Context: an optimization exercise on an open-source flow, tuned for small area and a short achievable clock period. The choices shown serve that exercise and are no tape-out recipe. No functional check of the RTL was part of any run shown here.

==> flow/design.v, too long to show whole: its modules and the start of the top module <==
// module mod3_1: 1846 lines
module mod3_1(
  input clk,
  input reset_n,
  input signed [22:0] a,
  input signed [22:0] b,
  input signed [16:0] c,
  output signed [39:0] y
);
  // ...
==> flow/run.sh <==
#!/bin/bash
# synth_recipe.tcl (not shown) runs the flow's synth.tcl, then flattens the netlist and writes it again
# the make line also repeats each setting of config.mk as NAME=value (left out here)
make -C /OpenROAD-flow-scripts/flow DESIGN_CONFIG=/design/flow/config.mk WORK_HOME=/design/flow/orfs CLKGATE_MAP_FILE= SYNTH_SCRIPT=/design/flow/synth_recipe.tcl finish
==> flow/config.mk <==
export PLATFORM = sky130hd
export DESIGN_NAME = mod3_1
export DESIGN_NICKNAME = mod3_1
export VERILOG_FILES = /design/flow/design.v
export SDC_FILE = /design/flow/constraint.sdc
export NUM_CORES = 4
export LEC_CHECK = 0
export CAP_MARGIN = 20
export CORE_MARGIN = 2
export CORE_UTILIZATION = 40
export SLEW_MARGIN = 20
==> flow/constraint.sdc <==
create_clock -name core_clock -period 7.0 [get_ports {clk}]
set_input_delay 1.4000 -clock core_clock [delete_from_list [all_inputs] [get_ports {clk}]]
set_output_delay 1.4000 -clock core_clock [all_outputs]
set_load 0.01 [all_outputs]
==> reports/qor.yml, run 1 <==
die:
  die_h_um: 208.3
  rows: 74
  core-area_mm2: 0.04102
  dieWidth_um: 208.3
synthesis:
  synth_xor_area_share_pct: 3.516
  synth_top_family_by_area: "adder cells"
  ys_types: 62
  async_flop_share_pct: 0
  ys_ff_latch: 107
  synthTopCellsByCount: "inv_1, nor2_1, a21oi_1, nand2_1, clkbuf_1"
  yosysMostFrequentCell: "inv_1"
hold_path:
  min_path_type: "reg -> reg"
drt:
  routed_via_density: 5.626
  drt-met1-wl_mm: 21.82
  drt_iter0_drc: 1680
  drc: 0
worst_setup_path:
  crit_slowest_cell: "fa_1"
  critPathLaunch: "c1[9]"
  r2r-end: "res[38]"
  crit_family: "adder cells"
outcome:
  status: "finished clean"
layout:
  signal_buffers: 181
  fin_util_pct: 44.87
  area_delta_synth_final_pct: 10.28
  multi_input_area_share_pct: 68.65
  seqCellArea_mm2: 0.002157
  drive_gt1_share_pct: 5.483
clock_tree:
  cts_tree: "done"
  clock-sinks: 107
sta:
  period_share_pct: 92.21
  hold_violations: 0
  fin_ws_ns: 0.5450
global_route:
  grt_max_degree: 112
  grt_util_met2_pct: 33.32
==> inputs of run 2 (changes only) <==
--- a/flow/design.v
+++ b/flow/design.v
@@ -4,17 +4,19 @@
   input signed [22:0] a,
   input signed [22:0] b,
   input signed [16:0] c,
   output signed [39:0] y
 );
   reg [23:0] d1, d2;
   reg r1q, f1q;
   reg [16:0] c1;
-  reg [39:0] res;
+  reg [39:0] r0;
+  reg [39:0] r1;
+  reg kq;
   wire kill = ~reset_n | f1q;
   wire [8:0] one_w, two_w, neg_w;
   assign one_w[0] = c1[0] ^ 1'b0;
   assign two_w[0] = (c1[1] & ~c1[0] & ~1'b0) | (~c1[1] & c1[0] & 1'b0);
   assign neg_w[0] = c1[1];
   assign one_w[1] = c1[2] ^ c1[1];
   assign two_w[1] = (c1[3] & ~c1[2] & ~c1[1]) | (~c1[3] & c1[2] & c1[1]);
   assign neg_w[1] = c1[3];
@@ -818,72 +820,16 @@
   wire pg768;
   wire pp769;
   wire pg770;
   wire pp771;
   wire pg772;
   wire pp773;
   wire pg774;
   wire pp775;
-  wire pg776;
-  wire pp777;
-  wire pg778;
-  wire pp779;
-  wire pg780;
-  wire pp781;
-  wire pg782;
-  wire pp783;
-  wire pg784;
-  wire pp785;
-  wire pg786;
-  wire pp787;
-  wire pg788;
-  wire pp789;
-  wire pg790;
-  wire pp791;
-  wire pg792;
-  wire pp793;
-  wire pg794;
-  wire pp795;
-  wire pg796;
-  wire pp797;
-  wire pg798;
-  wire pp799;
-  wire pg800;
-  wire pp801;
-  wire pg802;
-  wire pp803;
-  wire pg804;
-  wire pp805;
-  wire pg806;
-  wire pp807;
-  wire pg808;
-  wire pp809;
-  wire pg810;
-  wire pp811;
-  wire pg812;
-  wire pp813;
-  wire pg814;
-  wire pp815;
-  wire pg816;
-  wire pp817;
-  wire pg818;
-  wire pp819;
-  wire pg820;
-  wire pp821;
-  wire pg822;
-  wire pp823;
-  wire pg824;
-  wire pp825;
-  wire pg826;
-  wire pp827;
-  wire pg828;
-  wire pp829;
-  wire pg830;
-  wire pp831;
   assign pp1 = ((one0 & d2[0])) ^ neg0;
   assign pp2 = ((one0 & d2[1]) | (two0 & d2[0])) ^ neg0;
   assign pp3 = ((one0 & d2[2]) | (two0 & d2[1])) ^ neg0;
   assign pp4 = ((one0 & d2[3]) | (two0 & d2[2])) ^ neg0;
   assign pp5 = ((one0 & d2[4]) | (two0 & d2[3])) ^ neg0;
   assign pp6 = ((one0 & d2[5]) | (two0 & d2[4])) ^ neg0;
   assign pp7 = ((one0 & d2[6]) | (two0 & d2[5])) ^ neg0;
   assign pp8 = ((one0 & d2[7]) | (two0 & d2[6])) ^ neg0;
@@ -1505,342 +1451,286 @@
   assign s624 = co619 ^ s622;
   assign co625 = co619 & s622;
   assign s626 = pp200 ^ pp223 ^ pp199;
   assign co627 = (pp200 & pp223) | (pp200 & pp199) | (pp223 & pp199);
   assign s628 = s626 ^ co623;
   assign co629 = s626 & co623;
   assign s630 = ci233 ^ co627;
   assign co631 = ci233 & co627;
-  wire [39:0] r0_d, r1_d, prod;
-  assign r0_d[0] = pp1;
-  assign r1_d[0] = neg0;
+  wire [39:0] r0_d, r1_d;
+  assign r0_d[0] = pp1 ^ neg0;
+  assign r1_d[0] = pp1 & neg0;
   assign r0_d[1] = pp2;
   assign r1_d[1] = 1'b0;
-  assign r0_d[2] = pp26;
-  assign r1_d[2] = s234;
-  assign r0_d[3] = co235;
-  assign r1_d[3] = s236;
-  assign r0_d[4] = s238;
-  assign r1_d[4] = s240;
-  assign r0_d[5] = s242;
-  assign r1_d[5] = s244;
-  assign r0_d[6] = s248;
-  assign r1_d[6] = s250;
-  assign r0_d[7] = s254;
-  assign r1_d[7] = s256;
-  assign r0_d[8] = co257;
-  assign r1_d[8] = s264;
-  assign r0_d[9] = s270;
-  assign r1_d[9] = s272;
-  assign r0_d[10] = s280;
-  assign r1_d[10] = s282;
-  assign r0_d[11] = co283;
-  assign r1_d[11] = s292;
-  assign r0_d[12] = co293;
-  assign r1_d[12] = s304;
-  assign r0_d[13] = s314;
-  assign r1_d[13] = s316;
-  assign r0_d[14] = co317;
-  assign r1_d[14] = s330;
-  assign r0_d[15] = co331;
-  assign r1_d[15] = s344;
-  assign r0_d[16] = co345;
-  assign r1_d[16] = s360;
-  assign r0_d[17] = co361;
-  assign r1_d[17] = s376;
-  assign r0_d[18] = co377;
-  assign r1_d[18] = s392;
-  assign r0_d[19] = co393;
-  assign r1_d[19] = s408;
-  assign r0_d[20] = co409;
-  assign r1_d[20] = s424;
-  assign r0_d[21] = co425;
-  assign r1_d[21] = s440;
-  assign r0_d[22] = co441;
-  assign r1_d[22] = s456;
-  assign r0_d[23] = co457;
-  assign r1_d[23] = s472;
-  assign r0_d[24] = co473;
-  assign r1_d[24] = s488;
-  assign r0_d[25] = co489;
-  assign r1_d[25] = s504;
-  assign r0_d[26] = co505;
-  assign r1_d[26] = s520;
-  assign r0_d[27] = co521;
-  assign r1_d[27] = s534;
-  assign r0_d[28] = co535;
-  assign r1_d[28] = s548;
-  assign r0_d[29] = co549;
-  assign r1_d[29] = s560;
-  assign r0_d[30] = co561;
-  assign r1_d[30] = s572;
-  assign r0_d[31] = co573;
-  assign r1_d[31] = s582;
-  assign r0_d[32] = co583;
-  assign r1_d[32] = s592;
-  assign r0_d[33] = co593;
-  assign r1_d[33] = s600;
-  assign r0_d[34] = co601;
-  assign r1_d[34] = s608;
-  assign r0_d[35] = co609;
-  assign r1_d[35] = s614;
-  assign r0_d[36] = co615;
-  assign r1_d[36] = s620;
-  assign r0_d[37] = co621;
-  assign r1_d[37] = s624;
-  assign r0_d[38] = co625;
-  assign r1_d[38] = s628;
-  assign r0_d[39] = co629;
-  assign r1_d[39] = s630;
-  wire [39:0] fp, fg;
-  assign fp = r0_d ^ r1_d;
-  assign fg = r0_d & r1_d;
-  assign pg632 = fg[1] | (fp[1] & fg[0]);
-  assign pp633 = fp[1] & fp[0];
-  assign pg634 = fg[3] | (fp[3] & fg[2]);
-  assign pp635 = fp[3] & fp[2];
-  assign pg636 = fg[5] | (fp[5] & fg[4]);
-  assign pp637 = fp[5] & fp[4];
-  assign pg638 = fg[7] | (fp[7] & fg[6]);
-  assign pp639 = fp[7] & fp[6];
-  assign pg640 = fg[9] | (fp[9] & fg[8]);
-  assign pp641 = fp[9] & fp[8];
-  assign pg642 = fg[11] | (fp[11] & fg[10]);
-  assign pp643 = fp[11] & fp[10];
-  assign pg644 = fg[13] | (fp[13] & fg[12]);
-  assign pp645 = fp[13] & fp[12];
-  assign pg646 = fg[15] | (fp[15] & fg[14]);
-  assign pp647 = fp[15] & fp[14];
-  assign pg648 = fg[17] | (fp[17] & fg[16]);
-  assign pp649 = fp[17] & fp[16];
-  assign pg650 = fg[19] | (fp[19] & fg[18]);
-  assign pp651 = fp[19] & fp[18];
-  assign pg652 = fg[21] | (fp[21] & fg[20]);
-  assign pp653 = fp[21] & fp[20];
-  assign pg654 = fg[23] | (fp[23] & fg[22]);
-  assign pp655 = fp[23] & fp[22];
-  assign pg656 = fg[25] | (fp[25] & fg[24]);
-  assign pp657 = fp[25] & fp[24];
-  assign pg658 = fg[27] | (fp[27] & fg[26]);
-  assign pp659 = fp[27] & fp[26];
-  assign pg660 = fg[29] | (fp[29] & fg[28]);
-  assign pp661 = fp[29] & fp[28];
-  assign pg662 = fg[31] | (fp[31] & fg[30]);
-  assign pp663 = fp[31] & fp[30];
-  assign pg664 = fg[33] | (fp[33] & fg[32]);
-  assign pp665 = fp[33] & fp[32];
-  assign pg666 = fg[35] | (fp[35] & fg[34]);
-  assign pp667 = fp[35] & fp[34];
-  assign pg668 = fg[37] | (fp[37] & fg[36]);
-  assign pp669 = fp[37] & fp[36];
-  assign pg670 = fg[39] | (fp[39] & fg[38]);
-  assign pp671 = fp[39] & fp[38];
-  assign pg672 = fg[2] | (fp[2] & pg632);
-  assign pp673 = fp[2] & pp633;
-  assign pg674 = pg634 | (pp635 & pg632);
-  assign pp675 = pp635 & pp633;
-  assign pg676 = fg[6] | (fp[6] & pg636);
-  assign pp677 = fp[6] & pp637;
-  assign pg678 = pg638 | (pp639 & pg636);
-  assign pp679 = pp639 & pp637;
-  assign pg680 = fg[10] | (fp[10] & pg640);
-  assign pp681 = fp[10] & pp641;
-  assign pg682 = pg642 | (pp643 & pg640);
-  assign pp683 = pp643 & pp641;
-  assign pg684 = fg[14] | (fp[14] & pg644);
-  assign pp685 = fp[14] & pp645;
-  assign pg686 = pg646 | (pp647 & pg644);
-  assign pp687 = pp647 & pp645;
-  assign pg688 = fg[18] | (fp[18] & pg648);
-  assign pp689 = fp[18] & pp649;
-  assign pg690 = pg650 | (pp651 & pg648);
-  assign pp691 = pp651 & pp649;
-  assign pg692 = fg[22] | (fp[22] & pg652);
-  assign pp693 = fp[22] & pp653;
-  assign pg694 = pg654 | (pp655 & pg652);
-  assign pp695 = pp655 & pp653;
-  assign pg696 = fg[26] | (fp[26] & pg656);
-  assign pp697 = fp[26] & pp657;
-  assign pg698 = pg658 | (pp659 & pg656);
-  assign pp699 = pp659 & pp657;
-  assign pg700 = fg[30] | (fp[30] & pg660);
-  assign pp701 = fp[30] & pp661;
-  assign pg702 = pg662 | (pp663 & pg660);
-  assign pp703 = pp663 & pp661;
-  assign pg704 = fg[34] | (fp[34] & pg664);
-  assign pp705 = fp[34] & pp665;
-  assign pg706 = pg666 | (pp667 & pg664);
-  assign pp707 = pp667 & pp665;
-  assign pg708 = fg[38] | (fp[38] & pg668);
-  assign pp709 = fp[38] & pp669;
-  assign pg710 = pg670 | (pp671 & pg668);
-  assign pp711 = pp671 & pp669;
-  assign pg712 = fg[4] | (fp[4] & pg674);
-  assign pp713 = fp[4] & pp675;
-  assign pg714 = pg636 | (pp637 & pg674);
-  assign pp715 = pp637 & pp675;
-  assign pg716 = pg676 | (pp677 & pg674);
-  assign pp717 = pp677 & pp675;
-  assign pg718 = pg678 | (pp679 & pg674);
-  assign pp719 = pp679 & pp675;
-  assign pg720 = fg[12] | (fp[12] & pg682);
-  assign pp721 = fp[12] & pp683;
-  assign pg722 = pg644 | (pp645 & pg682);
-  assign pp723 = pp645 & pp683;
-  assign pg724 = pg684 | (pp685 & pg682);
-  assign pp725 = pp685 & pp683;
-  assign pg726 = pg686 | (pp687 & pg682);
-  assign pp727 = pp687 & pp683;
-  assign pg728 = fg[20] | (fp[20] & pg690);
-  assign pp729 = fp[20] & pp691;
-  assign pg730 = pg652 | (pp653 & pg690);
-  assign pp731 = pp653 & pp691;
-  assign pg732 = pg692 | (pp693 & pg690);
-  assign pp733 = pp693 & pp691;
-  assign pg734 = pg694 | (pp695 & pg690);
-  assign pp735 = pp695 & pp691;
-  assign pg736 = fg[28] | (fp[28] & pg698);
-  assign pp737 = fp[28] & pp699;
-  assign pg738 = pg660 | (pp661 & pg698);
-  assign pp739 = pp661 & pp699;
-  assign pg740 = pg700 | (pp701 & pg698);
-  assign pp741 = pp701 & pp699;
-  assign pg742 = pg702 | (pp703 & pg698);
-  assign pp743 = pp703 & pp699;
-  assign pg744 = fg[36] | (fp[36] & pg706);
-  assign pp745 = fp[36] & pp707;
-  assign pg746 = pg668 | (pp669 & pg706);
-  assign pp747 = pp669 & pp707;
-  assign pg748 = pg708 | (pp709 & pg706);
-  assign pp749 = pp709 & pp707;
-  assign pg750 = pg710 | (pp711 & pg706);
-  assign pp751 = pp711 & pp707;
-  assign pg752 = fg[8] | (fp[8] & pg718);
-  assign pp753 = fp[8] & pp719;
-  assign pg754 = pg640 | (pp641 & pg718);
-  assign pp755 = pp641 & pp719;
-  assign pg756 = pg680 | (pp681 & pg718);
-  assign pp757 = pp681 & pp719;
-  assign pg758 = pg682 | (pp683 & pg718);
-  assign pp759 = pp683 & pp719;
-  assign pg760 = pg720 | (pp721 & pg718);
-  assign pp761 = pp721 & pp719;
-  assign pg762 = pg722 | (pp723 & pg718);
-  assign pp763 = pp723 & pp719;
-  assign pg764 = pg724 | (pp725 & pg718);
-  assign pp765 = pp725 & pp719;
-  assign pg766 = pg726 | (pp727 & pg718);
-  assign pp767 = pp727 & pp719;
-  assign pg768 = fg[24] | (fp[24] & pg734);
-  assign pp769 = fp[24] & pp735;
-  assign pg770 = pg656 | (pp657 & pg734);
-  assign pp771 = pp657 & pp735;
-  assign pg772 = pg696 | (pp697 & pg734);
-  assign pp773 = pp697 & pp735;
-  assign pg774 = pg698 | (pp699 & pg734);
-  assign pp775 = pp699 & pp735;
-  assign pg776 = pg736 | (pp737 & pg734);
-  assign pp777 = pp737 & pp735;
-  assign pg778 = pg738 | (pp739 & pg734);
-  assign pp779 = pp739 & pp735;
-  assign pg780 = pg740 | (pp741 & pg734);
-  assign pp781 = pp741 & pp735;
-  assign pg782 = pg742 | (pp743 & pg734);
-  assign pp783 = pp743 & pp735;
-  assign pg784 = fg[16] | (fp[16] & pg766);
-  assign pp785 = fp[16] & pp767;
-  assign pg786 = pg648 | (pp649 & pg766);
-  assign pp787 = pp649 & pp767;
-  assign pg788 = pg688 | (pp689 & pg766);
-  assign pp789 = pp689 & pp767;
-  assign pg790 = pg690 | (pp691 & pg766);
-  assign pp791 = pp691 & pp767;
-  assign pg792 = pg728 | (pp729 & pg766);
-  assign pp793 = pp729 & pp767;
-  assign pg794 = pg730 | (pp731 & pg766);
-  assign pp795 = pp731 & pp767;
-  assign pg796 = pg732 | (pp733 & pg766);
-  assign pp797 = pp733 & pp767;
-  assign pg798 = pg734 | (pp735 & pg766);
-  assign pp799 = pp735 & pp767;
-  assign pg800 = pg768 | (pp769 & pg766);
-  assign pp801 = pp769 & pp767;
-  assign pg802 = pg770 | (pp771 & pg766);
-  assign pp803 = pp771 & pp767;
-  assign pg804 = pg772 | (pp773 & pg766);
-  assign pp805 = pp773 & pp767;
-  assign pg806 = pg774 | (pp775 & pg766);
-  assign pp807 = pp775 & pp767;
-  assign pg808 = pg776 | (pp777 & pg766);
-  assign pp809 = pp777 & pp767;
-  assign pg810 = pg778 | (pp779 & pg766);
-  assign pp811 = pp779 & pp767;
-  assign pg812 = pg780 | (pp781 & pg766);
-  assign pp813 = pp781 & pp767;
-  assign pg814 = pg782 | (pp783 & pg766);
-  assign pp815 = pp783 & pp767;
-  assign pg816 = fg[32] | (fp[32] & pg814);
-  assign pp817 = fp[32] & pp815;
-  assign pg818 = pg664 | (pp665 & pg814);
-  assign pp819 = pp665 & pp815;
-  assign pg820 = pg704 | (pp705 & pg814);
-  assign pp821 = pp705 & pp815;
-  assign pg822 = pg706 | (pp707 & pg814);
-  assign pp823 = pp707 & pp815;
-  assign pg824 = pg744 | (pp745 & pg814);
-  assign pp825 = pp745 & pp815;
-  assign pg826 = pg746 | (pp747 & pg814);
-  assign pp827 = pp747 & pp815;
-  assign pg828 = pg748 | (pp749 & pg814);
-  assign pp829 = pp749 & pp815;
-  assign pg830 = pg750 | (pp751 & pg814);
-  assign pp831 = pp751 & pp815;
-  assign prod[0] = fp[0];
-  assign prod[1] = fp[1] ^ fg[0];
-  assign prod[2] = fp[2] ^ pg632;
-  assign prod[3] = fp[3] ^ pg672;
-  assign prod[4] = fp[4] ^ pg674;
-  assign prod[5] = fp[5] ^ pg712;
-  assign prod[6] = fp[6] ^ pg714;
-  assign prod[7] = fp[7] ^ pg716;
-  assign prod[8] = fp[8] ^ pg718;
-  assign prod[9] = fp[9] ^ pg752;
-  assign prod[10] = fp[10] ^ pg754;
-  assign prod[11] = fp[11] ^ pg756;
-  assign prod[12] = fp[12] ^ pg758;
-  assign prod[13] = fp[13] ^ pg760;
-  assign prod[14] = fp[14] ^ pg762;
-  assign prod[15] = fp[15] ^ pg764;
-  assign prod[16] = fp[16] ^ pg766;
-  assign prod[17] = fp[17] ^ pg784;
-  assign prod[18] = fp[18] ^ pg786;
-  assign prod[19] = fp[19] ^ pg788;
-  assign prod[20] = fp[20] ^ pg790;
-  assign prod[21] = fp[21] ^ pg792;
-  assign prod[22] = fp[22] ^ pg794;
-  assign prod[23] = fp[23] ^ pg796;
-  assign prod[24] = fp[24] ^ pg798;
-  assign prod[25] = fp[25] ^ pg800;
-  assign prod[26] = fp[26] ^ pg802;
-  assign prod[27] = fp[27] ^ pg804;
-  assign prod[28] = fp[28] ^ pg806;
-  assign prod[29] = fp[29] ^ pg808;
-  assign prod[30] = fp[30] ^ pg810;
-  assign prod[31] = fp[31] ^ pg812;
-  assign prod[32] = fp[32] ^ pg814;
-  assign prod[33] = fp[33] ^ pg816;
-  assign prod[34] = fp[34] ^ pg818;
-  assign prod[35] = fp[35] ^ pg820;
-  assign prod[36] = fp[36] ^ pg822;
-  assign prod[37] = fp[37] ^ pg824;
-  assign prod[38] = fp[38] ^ pg826;
-  assign prod[39] = fp[39] ^ pg828;
-  assign y = res;
+  assign r0_d[2] = pp26 ^ s234;
+  assign r1_d[2] = pp26 & s234;
+  assign r0_d[3] = co235 ^ s236;
+  assign r1_d[3] = co235 & s236;
+  assign r0_d[4] = s238 ^ s240;
+  assign r1_d[4] = s238 & s240;
+  assign r0_d[5] = s242 ^ s244;
+  assign r1_d[5] = s242 & s244;
+  assign r0_d[6] = s248 ^ s250;
+  assign r1_d[6] = s248 & s250;
+  assign r0_d[7] = s254 ^ s256;
+  assign r1_d[7] = s254 & s256;
+  assign r0_d[8] = co257 ^ s264;
+  assign r1_d[8] = co257 & s264;
+  assign r0_d[9] = s270 ^ s272;
+  assign r1_d[9] = s270 & s272;
+  assign r0_d[10] = s280 ^ s282;
+  assign r1_d[10] = s280 & s282;
+  assign r0_d[11] = co283 ^ s292;
+  assign r1_d[11] = co283 & s292;
+  assign r0_d[12] = co293 ^ s304;
+  assign r1_d[12] = co293 & s304;
+  assign r0_d[13] = s314 ^ s316;
+  assign r1_d[13] = s314 & s316;
+  assign r0_d[14] = co317 ^ s330;
+  assign r1_d[14] = co317 & s330;
+  assign r0_d[15] = co331 ^ s344;
+  assign r1_d[15] = co331 & s344;
+  assign r0_d[16] = co345 ^ s360;
+  assign r1_d[16] = co345 & s360;
+  assign r0_d[17] = co361 ^ s376;
+  assign r1_d[17] = co361 & s376;
+  assign r0_d[18] = co377 ^ s392;
+  assign r1_d[18] = co377 & s392;
+  assign r0_d[19] = co393 ^ s408;
+  assign r1_d[19] = co393 & s408;
+  assign r0_d[20] = co409 ^ s424;
+  assign r1_d[20] = co409 & s424;
+  assign r0_d[21] = co425 ^ s440;
+  assign r1_d[21] = co425 & s440;
+  assign r0_d[22] = co441 ^ s456;
+  assign r1_d[22] = co441 & s456;
+  assign r0_d[23] = co457 ^ s472;
+  assign r1_d[23] = co457 & s472;
+  assign r0_d[24] = co473 ^ s488;
+  assign r1_d[24] = co473 & s488;
+  assign r0_d[25] = co489 ^ s504;
+  assign r1_d[25] = co489 & s504;
+  assign r0_d[26] = co505 ^ s520;
+  assign r1_d[26] = co505 & s520;
+  assign r0_d[27] = co521 ^ s534;
+  assign r1_d[27] = co521 & s534;
+  assign r0_d[28] = co535 ^ s548;
+  assign r1_d[28] = co535 & s548;
+  assign r0_d[29] = co549 ^ s560;
+  assign r1_d[29] = co549 & s560;
+  assign r0_d[30] = co561 ^ s572;
+  assign r1_d[30] = co561 & s572;
+  assign r0_d[31] = co573 ^ s582;
+  assign r1_d[31] = co573 & s582;
+  assign r0_d[32] = co583 ^ s592;
+  assign r1_d[32] = co583 & s592;
+  assign r0_d[33] = co593 ^ s600;
+  assign r1_d[33] = co593 & s600;
+  assign r0_d[34] = co601 ^ s608;
+  assign r1_d[34] = co601 & s608;
+  assign r0_d[35] = co609 ^ s614;
+  assign r1_d[35] = co609 & s614;
+  assign r0_d[36] = co615 ^ s620;
+  assign r1_d[36] = co615 & s620;
+  assign r0_d[37] = co621 ^ s624;
+  assign r1_d[37] = co621 & s624;
+  assign r0_d[38] = co625 ^ s628;
+  assign r1_d[38] = co625 & s628;
+  assign r0_d[39] = co629 ^ s630;
+  assign r1_d[39] = co629 & s630;
+  wire [39:0] sum;
+  assign pg632 = r1[1] | (r0[1] & r1[0]);
+  assign pp633 = r0[1] & r0[0];
+  assign pg634 = r1[3] | (r0[3] & r1[2]);
+  assign pp635 = r0[3] & r0[2];
+  assign pg636 = r1[5] | (r0[5] & r1[4]);
+  assign pp637 = r0[5] & r0[4];
+  assign pg638 = r1[7] | (r0[7] & r1[6]);
+  assign pp639 = r0[7] & r0[6];
+  assign pg640 = r1[9] | (r0[9] & r1[8]);
+  assign pp641 = r0[9] & r0[8];
+  assign pg642 = r1[11] | (r0[11] & r1[10]);
+  assign pp643 = r0[11] & r0[10];
+  assign pg644 = r1[13] | (r0[13] & r1[12]);
+  assign pp645 = r0[13] & r0[12];
+  assign pg646 = r1[15] | (r0[15] & r1[14]);
+  assign pp647 = r0[15] & r0[14];
+  assign pg648 = r1[17] | (r0[17] & r1[16]);
+  assign pp649 = r0[17] & r0[16];
+  assign pg650 = r1[19] | (r0[19] & r1[18]);
+  assign pp651 = r0[19] & r0[18];
+  assign pg652 = r1[21] | (r0[21] & r1[20]);
+  assign pp653 = r0[21] & r0[20];
+  assign pg654 = r1[23] | (r0[23] & r1[22]);
+  assign pp655 = r0[23] & r0[22];
+  assign pg656 = r1[25] | (r0[25] & r1[24]);
+  assign pp657 = r0[25] & r0[24];
+  assign pg658 = r1[27] | (r0[27] & r1[26]);
+  assign pp659 = r0[27] & r0[26];
+  assign pg660 = r1[29] | (r0[29] & r1[28]);
+  assign pp661 = r0[29] & r0[28];
+  assign pg662 = r1[31] | (r0[31] & r1[30]);
+  assign pp663 = r0[31] & r0[30];
+  assign pg664 = r1[33] | (r0[33] & r1[32]);
+  assign pp665 = r0[33] & r0[32];
+  assign pg666 = r1[35] | (r0[35] & r1[34]);
+  assign pp667 = r0[35] & r0[34];
+  assign pg668 = r1[37] | (r0[37] & r1[36]);
+  assign pp669 = r0[37] & r0[36];
+  assign pg670 = r1[39] | (r0[39] & r1[38]);
+  assign pp671 = r0[39] & r0[38];
+  assign pg672 = pg634 | (pp635 & pg632);
+  assign pp673 = pp635 & pp633;
+  assign pg674 = pg638 | (pp639 & pg636);
+  assign pp675 = pp639 & pp637;
+  assign pg676 = pg642 | (pp643 & pg640);
+  assign pp677 = pp643 & pp641;
+  assign pg678 = pg646 | (pp647 & pg644);
+  assign pp679 = pp647 & pp645;
+  assign pg680 = pg650 | (pp651 & pg648);
+  assign pp681 = pp651 & pp649;
+  assign pg682 = pg654 | (pp655 & pg652);
+  assign pp683 = pp655 & pp653;
+  assign pg684 = pg658 | (pp659 & pg656);
+  assign pp685 = pp659 & pp657;
+  assign pg686 = pg662 | (pp663 & pg660);
+  assign pp687 = pp663 & pp661;
+  assign pg688 = pg666 | (pp667 & pg664);
+  assign pp689 = pp667 & pp665;
+  assign pg690 = pg670 | (pp671 & pg668);
+  assign pp691 = pp671 & pp669;
+  assign pg692 = pg674 | (pp675 & pg672);
+  assign pp693 = pp675 & pp673;
+  assign pg694 = pg678 | (pp679 & pg676);
+  assign pp695 = pp679 & pp677;
+  assign pg696 = pg682 | (pp683 & pg680);
+  assign pp697 = pp683 & pp681;
+  assign pg698 = pg686 | (pp687 & pg684);
+  assign pp699 = pp687 & pp685;
+  assign pg700 = pg690 | (pp691 & pg688);
+  assign pp701 = pp691 & pp689;
+  assign pg702 = pg694 | (pp695 & pg692);
+  assign pp703 = pp695 & pp693;
+  assign pg704 = pg698 | (pp699 & pg696);
+  assign pp705 = pp699 & pp697;
+  assign pg706 = pg704 | (pp705 & pg702);
+  assign pp707 = pp705 & pp703;
+  assign pg708 = pg696 | (pp697 & pg702);
+  assign pp709 = pp697 & pp703;
+  assign pg710 = pg700 | (pp701 & pg706);
+  assign pp711 = pp701 & pp707;
+  assign pg712 = pg676 | (pp677 & pg692);
+  assign pp713 = pp677 & pp693;
+  assign pg714 = pg680 | (pp681 & pg702);
+  assign pp715 = pp681 & pp703;
+  assign pg716 = pg684 | (pp685 & pg708);
+  assign pp717 = pp685 & pp709;
+  assign pg718 = pg688 | (pp689 & pg706);
+  assign pp719 = pp689 & pp707;
+  assign pg720 = pg636 | (pp637 & pg672);
+  assign pp721 = pp637 & pp673;
+  assign pg722 = pg640 | (pp641 & pg692);
+  assign pp723 = pp641 & pp693;
+  assign pg724 = pg644 | (pp645 & pg712);
+  assign pp725 = pp645 & pp713;
+  assign pg726 = pg648 | (pp649 & pg702);
+  assign pp727 = pp649 & pp703;
+  assign pg728 = pg652 | (pp653 & pg714);
+  assign pp729 = pp653 & pp715;
+  assign pg730 = pg656 | (pp657 & pg708);
+  assign pp731 = pp657 & pp709;
+  assign pg732 = pg660 | (pp661 & pg716);
+  assign pp733 = pp661 & pp717;
+  assign pg734 = pg664 | (pp665 & pg706);
+  assign pp735 = pp665 & pp707;
+  assign pg736 = pg668 | (pp669 & pg718);
+  assign pp737 = pp669 & pp719;
+  assign pg738 = r1[2] | (r0[2] & pg632);
+  assign pp739 = r0[2] & pp633;
+  assign pg740 = r1[4] | (r0[4] & pg672);
+  assign pp741 = r0[4] & pp673;
+  assign pg742 = r1[6] | (r0[6] & pg720);
+  assign pp743 = r0[6] & pp721;
+  assign pg744 = r1[8] | (r0[8] & pg692);
+  assign pp745 = r0[8] & pp693;
+  assign pg746 = r1[10] | (r0[10] & pg722);
+  assign pp747 = r0[10] & pp723;
+  assign pg748 = r1[12] | (r0[12] & pg712);
+  assign pp749 = r0[12] & pp713;
+  assign pg750 = r1[14] | (r0[14] & pg724);
+  assign pp751 = r0[14] & pp725;
+  assign pg752 = r1[16] | (r0[16] & pg702);
+  assign pp753 = r0[16] & pp703;
+  assign pg754 = r1[18] | (r0[18] & pg726);
+  assign pp755 = r0[18] & pp727;
+  assign pg756 = r1[20] | (r0[20] & pg714);
+  assign pp757 = r0[20] & pp715;
+  assign pg758 = r1[22] | (r0[22] & pg728);
+  assign pp759 = r0[22] & pp729;
+  assign pg760 = r1[24] | (r0[24] & pg708);
+  assign pp761 = r0[24] & pp709;
+  assign pg762 = r1[26] | (r0[26] & pg730);
+  assign pp763 = r0[26] & pp731;
+  assign pg764 = r1[28] | (r0[28] & pg716);
+  assign pp765 = r0[28] & pp717;
+  assign pg766 = r1[30] | (r0[30] & pg732);
+  assign pp767 = r0[30] & pp733;
+  assign pg768 = r1[32] | (r0[32] & pg706);
+  assign pp769 = r0[32] & pp707;
+  assign pg770 = r1[34] | (r0[34] & pg734);
+  assign pp771 = r0[34] & pp735;
+  assign pg772 = r1[36] | (r0[36] & pg718);
+  assign pp773 = r0[36] & pp719;
+  assign pg774 = r1[38] | (r0[38] & pg736);
+  assign pp775 = r0[38] & pp737;
+  assign sum[0] = r0[0];
+  assign sum[1] = r0[1] ^ r1[0];
+  assign sum[2] = r0[2] ^ pg632;
+  assign sum[3] = r0[3] ^ pg738;
+  assign sum[4] = r0[4] ^ pg672;
+  assign sum[5] = r0[5] ^ pg740;
+  assign sum[6] = r0[6] ^ pg720;
+  assign sum[7] = r0[7] ^ pg742;
+  assign sum[8] = r0[8] ^ pg692;
+  assign sum[9] = r0[9] ^ pg744;
+  assign sum[10] = r0[10] ^ pg722;
+  assign sum[11] = r0[11] ^ pg746;
+  assign sum[12] = r0[12] ^ pg712;
+  assign sum[13] = r0[13] ^ pg748;
+  assign sum[14] = r0[14] ^ pg724;
+  assign sum[15] = r0[15] ^ pg750;
+  assign sum[16] = r0[16] ^ pg702;
+  assign sum[17] = r0[17] ^ pg752;
+  assign sum[18] = r0[18] ^ pg726;
+  assign sum[19] = r0[19] ^ pg754;
+  assign sum[20] = r0[20] ^ pg714;
+  assign sum[21] = r0[21] ^ pg756;
+  assign sum[22] = r0[22] ^ pg728;
+  assign sum[23] = r0[23] ^ pg758;
+  assign sum[24] = r0[24] ^ pg708;
+  assign sum[25] = r0[25] ^ pg760;
+  assign sum[26] = r0[26] ^ pg730;
+  assign sum[27] = r0[27] ^ pg762;
+  assign sum[28] = r0[28] ^ pg716;
+  assign sum[29] = r0[29] ^ pg764;
+  assign sum[30] = r0[30] ^ pg732;
+  assign sum[31] = r0[31] ^ pg766;
+  assign sum[32] = r0[32] ^ pg706;
+  assign sum[33] = r0[33] ^ pg768;
+  assign sum[34] = r0[34] ^ pg734;
+  assign sum[35] = r0[35] ^ pg770;
+  assign sum[36] = r0[36] ^ pg718;
+  assign sum[37] = r0[37] ^ pg772;
+  assign sum[38] = r0[38] ^ pg736;
+  assign sum[39] = r0[39] ^ pg774;
+  assign y = sum & {40{~kq}};
   always @(posedge clk) begin
     d1 <= {a[22], a} - {b[22], b};
     r1q <= ~reset_n;
     d2 <= d1;
     f1q <= ~reset_n | r1q;
     c1 <= c;
-    res <= prod & {40{~kill}};
+    r0 <= r0_d;
+    r1 <= r1_d;
+    kq <= kill;
   end
 endmodule
==> flow/config.mk (replaced) <==
export PLATFORM = sky130hd
export DESIGN_NAME = mod3_1
export DESIGN_NICKNAME = mod3_1
export VERILOG_FILES = /design/flow/design.v
export SDC_FILE = /design/flow/constraint.sdc
export NUM_CORES = 4
export LEC_CHECK = 0
export ABC_AREA = 1
export CAP_MARGIN = 20
export CORE_MARGIN = 2
export CORE_UTILIZATION = 40
export SLEW_MARGIN = 20
==> reports/qor.yml, run 2 <==
clock_tree:
  clockBufferDepth: 2
  cts_tree: "done"
  clock-sinks: 146  # +36%
  cts_resized: 0
  root_buffer: "clkbuf_16"
  path_clk_slew_ns: 0.07
  cts-buffers-inserted: 17
  ctsHtreeMaxLevel: 4
  clkLatencyLatePin_ns: 0.44
  hold_buffers: 0
  cts_setup_buffers: 0
die:
  dieArea_mm2: 0.03833
  dieWidth_um: 195.8  # -6.0%
  start_util_pct: 40.37
  die_h_um: 195.8  # -6.0%
  rows: 70  # -5.4%
  core-area_mm2: 0.03643  # -11%
  pin_count: 105
synthesis:
  seq_area_frac_synth_pct: 19.87
  ys_ff_latch: 146  # +36%
  syn_nets: 2017
  yosysTopAreaCell: "fa_1"
  yosysMostFrequentCell: "inv_1"
  async_flop_share_pct: 0  # unchanged
  synth_area_leaders: "fa_1, dfxtp_1, xor2_1, ha_1, inv_1"
  synthFlopType: "dfxtp_1"
  synthTopCellsByCount: "inv_1, xor2_1, nand2_1, fa_1"
  netlist_instances: 1672
  yosysWarningCount: 1
  syn_avg_cell_area_um2: 8.798
  synth_top_area_share_pct: 22.05
  synth_edf_count: 0
  synth_area_mm2: 0.01471
  ys_types: 41  # -34%
worst_setup_path:
  max_stage_delay_ns: 0.79
  path_cells: "buf_8 -> inv_2 -> o21ai_2 -> buf_4 -> o22ai_2 -> xor2_1 -> fa_1 -> inv_1 -> fa_1 -> inv_1 -> fa_1 -> fa_1 -> inv_1 -> ha_1 -> ha_1"
  required_ns: 7.32
  r2r_slack_ns: 2.01
  crit_top_cell: "fa_1"
  endpoint_kind: "flip-flop"
  path_max_fanout: 15
  crit_type: "reg -> reg"
  crit_slowest_cell: "o21ai_2"
  worstSetupStartpointType: "flip-flop"
  cp.arrival_ns: 5.31
outcome:
  status: "finished clean"
sta:
  fmax_ghz: 0.2004
  hold_violations: 0  # unchanged
  skew_ns: 0.01037
  grt_setup_unrepaired: "false"
  worst_pin_slew_ns: 1.105
  relSlewSlack_pct: 26.31
  fin_tns_setup_ns: 0
  setup-violations-final: 0
  period_needed_ns: 4.991
  drv_slew: 0
  period_share_pct: 71.29  # -21 points
drt:
  final_antenna_net_count: 0
  wire_per_inst_um: 17.33
  drt-pass1-iter-count: 6
  drt_iter0_drc: 766  # -54%
  routed_wl_mm: 38.30
  routed_via_density: 5.212  # -7.4%
  drc: 0  # unchanged
  num_vias: 11519
layout:
  layoutNonFillerInstCount: 2210
  drive_gt1_share_pct: 8.611  # +3.1 points
  antenna_cells: 0
  most-common-layout-cells: "inv_1, xor2_1, nand2_1, fa_1, o22ai_1"
  area_delta_synth_final_pct: 13.23
  largestRegisters: "r0 x40, r1 x38"
  largest_register_ffs: 40
  largest_register: "r0"
  layout.nets: 2074
  final_common_cell: "inv_1"
global_route:
  antenna_found_initial: 0
  grt_pass1_vias: 11651
  overflow: 0
  grt_use_total_pct: 20.50
  grt_max_degree: 41  # -63%
  grt_pass1_wl_mm: 61.39
hold_path:
  min_path_type: "reg -> reg"
placement:
  port_buffers: 104
  hpwlAfterDp_mm: 29.07
  dp_cells: 2177
  gp_routability_congestion: 0.9414
flow_run:
  timing.max_cap.violations: 0
==> run 2: worst max-delay path: cells and delay by family (launching register included) <==
kind	cells	cell delay, ns
flip-flops	1	0.65
XOR/XNOR	1	0.19
AO/OA/AOI/OAI	2	0.88
adder cells (fa/ha/maj)	6	2.31
buffers and inverters	6	0.82
==> run 2: logic make-up after synthesis <==
group	count (synthesis)	synth area share, %
compound gates	303	14.36
simple gates	348	10.41
flops	146	19.87
buf+inv	384	10.72
fa+ha+maj	280	32.08
xor+xnor	211	12.56
==> run 2: metrics by stage <==
| step | setup slack [ns] | util, % | area (µm²) | hold WS, ns |
|---|---|---|---|---|
| floorplan | 3.055 | - | 14710 | 0.3096 |
| detailed placement | 1.792 | 43.99 | 16030 | 0.3121 |
| finish | 2.010 | 45.71 | 16660 | 0.3266 |
| global placement | 1.812 | 43.99 | 16030 | 0.3111 |
| CTS | 1.780 | 45.67 | 16640 | 0.3271 |
| global route | 1.817 | 45.71 | 16660 | 0.3300 |
==> run 2: worst paths after layout <==
| kind | startpoint | end | cells past startpoint |
|---|---|---|---|
| setup / recovery | c1[15] | r0[29] | 15 |
| hold / removal | d1[0] | d2[0] | 0 |
| setup reg to reg | c1[15] | r0[29] | 15 |
| hold reg to reg | d1[0] | d2[0] | 0 |
==> run 2: final cells by class <==
| type | instances | area, µm² |
|---|---|---|
| timing repair buffer | 125 | 1206 |
| clock buffer | 17 | 425.4 |
| clock inverter | 15 | 188.9 |
| fill | 3540 | 19780 |
| tap | 468 | 585.6 |
| multi-input combinational | 1142 | 10210 |
| sequential | 146 | 2924 |
| inverter | 297 | 1115 |
==> run 2: per-layer routing <==
metal	wire, µm	vias up	global-route usage, %
met1	16080	5444	26.34
met5	0	-	0
li1	-	5502	-
met4	1311	0	8.726
met2	17790	489	33.60
met3	3118	84	4.246

## re-timing with driven ports
No port has a modelled driver above. Below, the same layouts with a new extraction and two added sets of constraints. Step 1, drivers: a clkbuf_16 drives clk and a buf_2 each remaining input, both assumed. Step 2 moves the port delays by t, midway between the first and last clock arrival at a register: inputs arrive t later, outputs are due t later. That takes back most of the time a late clock gives input paths. Slacks: no drivers / after step 1 / after step 2; pairs: no drivers / after step 1.
| run | t, ns | setup WS [ns] | worst slew at a driven data input, ns |
|---|---|---|---|
| run 1 | 0.448 | 0.545 / 0.545 / 0.545 | 0.07 |
| run 2 | 0.489 | 2.009 / 2.009 / 2.009 | 0.06 |
After both steps every run listed still meets setup and hold.
